From an optimization exercise on the open Yosys and OpenROAD flow, aimed at small area and a short achievable clock period; shortcuts taken in it are not production practice.
The RTL was checked by simulation tests, not by an equivalence proof against the original design.
Power is estimated from default activity; no workload was simulated.

==> flow/design.v <==
`timescale 1ns / 1ps
module instruction_fetch_unit (
    input clk,
    input rst,
    output [31:0] pc
);
    reg [29:0] pc_word;
    always @(posedge clk or posedge rst) begin
        if (rst)
            pc_word <= 30'b0;
        else
            pc_word <= pc_word + 30'd1;
    end
    assign pc = {pc_word, 2'b00};
endmodule
`timescale 1ns / 1ps
module register_file_unit1(
    input         clk,
    input         rst,
    input  [4:0]  rs1,            
    input  [4:0]  rs2,            
    input  [31:1] sel1,           
    input  [31:1] sel2,           
    input  [4:0]  wr_rd,          
    input  [31:0] wr_data,
    output [31:0] data1,
    output [31:0] data2
);
    wire [31:0] and1 [1:31];
    wire [31:0] and2 [1:31];
    reg  [31:1] written;
    genvar g;
    generate
        for (g = 1; g < 32; g = g + 1) begin : xr
            reg [31:0] x;
            wire       we = (wr_rd == g);
            always @(posedge clk or posedge rst) begin
                if (rst)
                    written[g] <= 1'b0;
                else
                    written[g] <= written[g] | we;
            end
            always @(posedge clk)
                if (we)
                    x <= wr_data;
            assign and1[g] = {32{sel1[g] & written[g]}} & x;
            assign and2[g] = {32{sel2[g] & written[g]}} & x;
        end
    endgenerate
    wire unw1 = |(sel1 & ~written);
    wire unw2 = |(sel2 & ~written);
    reg [31:0] r1, r2;
    integer i;
    always @(*) begin
        r1 = {27'b0, {5{unw1}} & rs1};
        r2 = {27'b0, {5{unw2}} & rs2};
        for (i = 1; i < 32; i = i + 1) begin
            r1 = r1 | and1[i];
            r2 = r2 | and2[i];
        end
    end
    assign data1 = r1;
    assign data2 = r2;
endmodule
`timescale 1ns / 1ps
module control_unit1(
    input  [31:0] ins,
    output [5:0]  alu_sel,
    output        alu_inv,
    output        is_itype,
    output [4:0]  rd_w
);
    wire [6:0] opcode = ins[6:0];
    wire [2:0] funct3 = ins[14:12];
    wire [6:0] funct7 = ins[31:25];
    wire rtype = (opcode == 7'b0110011);
    wire itype = (opcode == 7'b0010011);
    wire alu   = rtype | itype;
    wire op_sub = rtype & (funct3 == 3'b000) & (funct7 == 7'b0100000);
    wire op_and = alu & (funct3 == 3'b111);
    wire op_or  = alu & (funct3 == 3'b110);
    wire op_xor = alu & (funct3 == 3'b100);
    wire op_slt = alu & (funct3 == 3'b010);
    wire op_add = ~(op_sub | op_and | op_or | op_xor | op_slt);
    assign alu_sel  = {op_slt, op_xor, op_or, op_and, op_sub, op_add};
    assign alu_inv  = op_sub | op_slt;
    assign is_itype = itype;
    assign rd_w     = alu ? ins[11:7] : 5'd0;
endmodule
`timescale 1ns / 1ps
module arithmetic_logic_unit1(
    input  [31:0] operand1,
    input  [31:0] operand2,
    input  [5:0]  alu_sel,
    output [31:0] alu_result
);
    wire [32:0] s = {1'b0, operand1} + {1'b0, operand2};
    wire ltu = s[32];
    assign alu_result = ({32{alu_sel[0]}} & s[31:0])
                      | ({32{alu_sel[1]}} & ~s[31:0])
                      | ({32{alu_sel[2]}} & (operand1 & operand2))
                      | ({32{alu_sel[3]}} & (operand1 | operand2))
                      | ({32{alu_sel[4]}} & (operand1 ^ operand2))
                      | {31'b0, alu_sel[5] & ltu};
endmodule
`timescale 1ns / 1ps
module top_module(
    input clk,
    input rst,
    input [31:0] ins_in,
    output [31:0] pc_out,
    output [31:0] ins_out,
    output [31:0] alu_result_out
);
    wire [31:0] pc;
    instruction_fetch_unit ifu(
        .clk(clk),
        .rst(rst),
        .pc(pc)
    );
    wire [5:0] alu_sel;
    wire       alu_inv;
    wire       is_itype;
    wire [4:0] rd_w;
    control_unit1 cu(
        .ins(ins_in),
        .alu_sel(alu_sel),
        .alu_inv(alu_inv),
        .is_itype(is_itype),
        .rd_w(rd_w)
    );
    wire [4:0] rs1 = ins_in[19:15];
    wire [4:0] rs2 = ins_in[24:20];
    wire [31:0] imm_i = {{20{ins_in[31]}}, ins_in[31:20]};
    reg [31:1] sel1, sel2;
    integer j;
    always @(*) begin
        for (j = 1; j < 32; j = j + 1) begin
            sel1[j] = (rs1 == j);
            sel2[j] = (rs2 == j);
        end
    end
    wire [31:0] op1_rd0 = {32{alu_inv}};
    wire [31:0] op1_rd1 = {32{~alu_inv}};
    wire [31:0] op2_rd0 = is_itype ? imm_i : 32'b0;
    wire [31:0] op2_rd1 = is_itype ? imm_i : 32'hffffffff;
    reg [31:0] ex_op1, ex_op2;
    reg [5:0]  ex_sel;
    reg [4:0]  ex_rd;
    reg [31:0] m_res;           
    reg [4:0]  m_rd;
    reg [31:0] wb_res;          
    reg [4:0]  wb_rd;
    wire [31:0] data1, data2;
    register_file_unit1 rfu(
        .clk(clk),
        .rst(rst),
        .rs1(rs1),
        .rs2(rs2),
        .sel1(sel1),
        .sel2(sel2),
        .wr_rd(wb_rd),
        .wr_data(wb_res),
        .data1(data1),
        .data2(data2)
    );
    wire [31:0] alu_out;
    arithmetic_logic_unit1 alu(
        .operand1(ex_op1),
        .operand2(ex_op2),
        .alu_sel(ex_sel),
        .alu_result(alu_out)
    );
    always @(posedge clk) begin
        ex_op1 <= op1_rd1 & data1 | op1_rd0 & ~data1;
        ex_op2 <= op2_rd1 & data2 | op2_rd0 & ~data2;
        wb_res <= m_res;
    end
    always @(posedge clk or posedge rst) begin
        if (rst) begin
            ex_sel <= 6'b0;
            ex_rd  <= 5'b0;
            m_res  <= 32'b0;
            m_rd   <= 5'b0;
            wb_rd  <= 5'b0;
        end else begin
            ex_sel <= alu_sel;
            ex_rd  <= rd_w;
            m_res  <= alu_out;
            m_rd   <= ex_rd;
            wb_rd  <= m_rd;
        end
    end
    assign pc_out         = pc;
    assign ins_out        = ins_in;
    assign alu_result_out = m_res;
endmodule
export LEC_CHECK = 0
export CAP_MARGIN = 20
export CORE_MARGIN = 2
export CORE_UTILIZATION = 40
export CTS_BUF_LIST = sky130_fd_sc_hd__clkbuf_8 sky130_fd_sc_hd__clkbuf_16
export CTS_CLUSTER_DIAMETER = 80
export CTS_CLUSTER_SIZE = 24
export SETUP_SLACK_MARGIN = 3.6
export SLEW_MARGIN = 20
export TNS_END_PERCENT = 10
create_clock -name core_clock -period 6.5 [get_ports {clk}]
standard.sh (not shown) runs the stock make flow with config.mk's settings and CLKGATE_MAP_FILE= SYNTH_SCRIPT=/design/flow/synth_recipe.tcl, a recipe that flattens the netlist after the stock synthesis.
==> flow/flow/run.sh <==
#!/bin/bash
# Layout flow: the standard layout (standard.sh: ORFS synthesis through finish,
# unchanged), except that the port buffers that buffer_ports inserts on every input
# and output are sky130_fd_sc_hd__buf_2 instead of the default delay-buffer cell.
# The make output goes to flow_make.log in this folder; ORFS keeps each step's own
# log under orfs/logs/.
set -euo pipefail
cd "$(dirname "$0")/.."
bash standard.sh "BUFFER_PORTS_ARGS=-buffer_cell sky130_fd_sc_hd__buf_2" finish > flow_make.log 2>&1
The first run produced a clean layout.
Edit:
SETUP_SLACK_MARGIN = 3.75   (was 3.6)
TNS_END_PERCENT = 0   (was 10)
Outcome:
- fmax is lower by about 2.2%
- worst setup slack is worse by 0.068 ns
- final cell count is lower by 0.57%
- power barely changes
- first-iteration DRC count is higher by about 0.8%
- routed wire length is lower by about 1.4%
- cell area is lower by 0.92%
- utilization is lower by 0.42 points
- via count is lower by about 1.1%
- worst hold slack is worse by 0.0085 ns
Edit:
SETUP_SLACK_MARGIN = 3.6   (was 3.75)
TNS_END_PERCENT = 30   (was 0)
Hold slack stays flat.
Routed wire length rose slightly.
Clock skew rose by 0.0036 ns.
Synthesized area stays the same.
Total power hardly moves.

-- what the ideal ports hide --
How much do the figures lean on ideal ports? The routed layouts below were timed once more, with nothing changed but the port constraints. Step 1 assumes that a clkbuf_16 drives the clock port and a buf_2 every other input. Step 2 also shifts input and output timing later by t, the mid clock arrival at the registers, as if the neighbouring blocks saw the same clock. a / b / c = ideal ports / drivers / drivers and shift; a / b = the first two.
run	shift t [ns]	slack for setup (ns)	latest minus earliest clock arrival (ns)	slew at the worst register clock pin (ns)	pins driven straight from the clock port
the first run	0.792	3.394 / 3.374 / 2.639	0.037 / 0.037	0.10 / 0.10	1
the second run	0.795	3.326 / 3.343 / 2.548	0.047 / 0.047	0.10 / 0.10	1
the third run	0.793	3.353 / 3.399 / 2.605	0.050 / 0.051	0.11 / 0.11	1
After both steps every run listed still meets setup and hold. For the second run, which loses most, drivers alone change the setup slack by +0.017 ns; drivers and shift together by -0.778 ns.
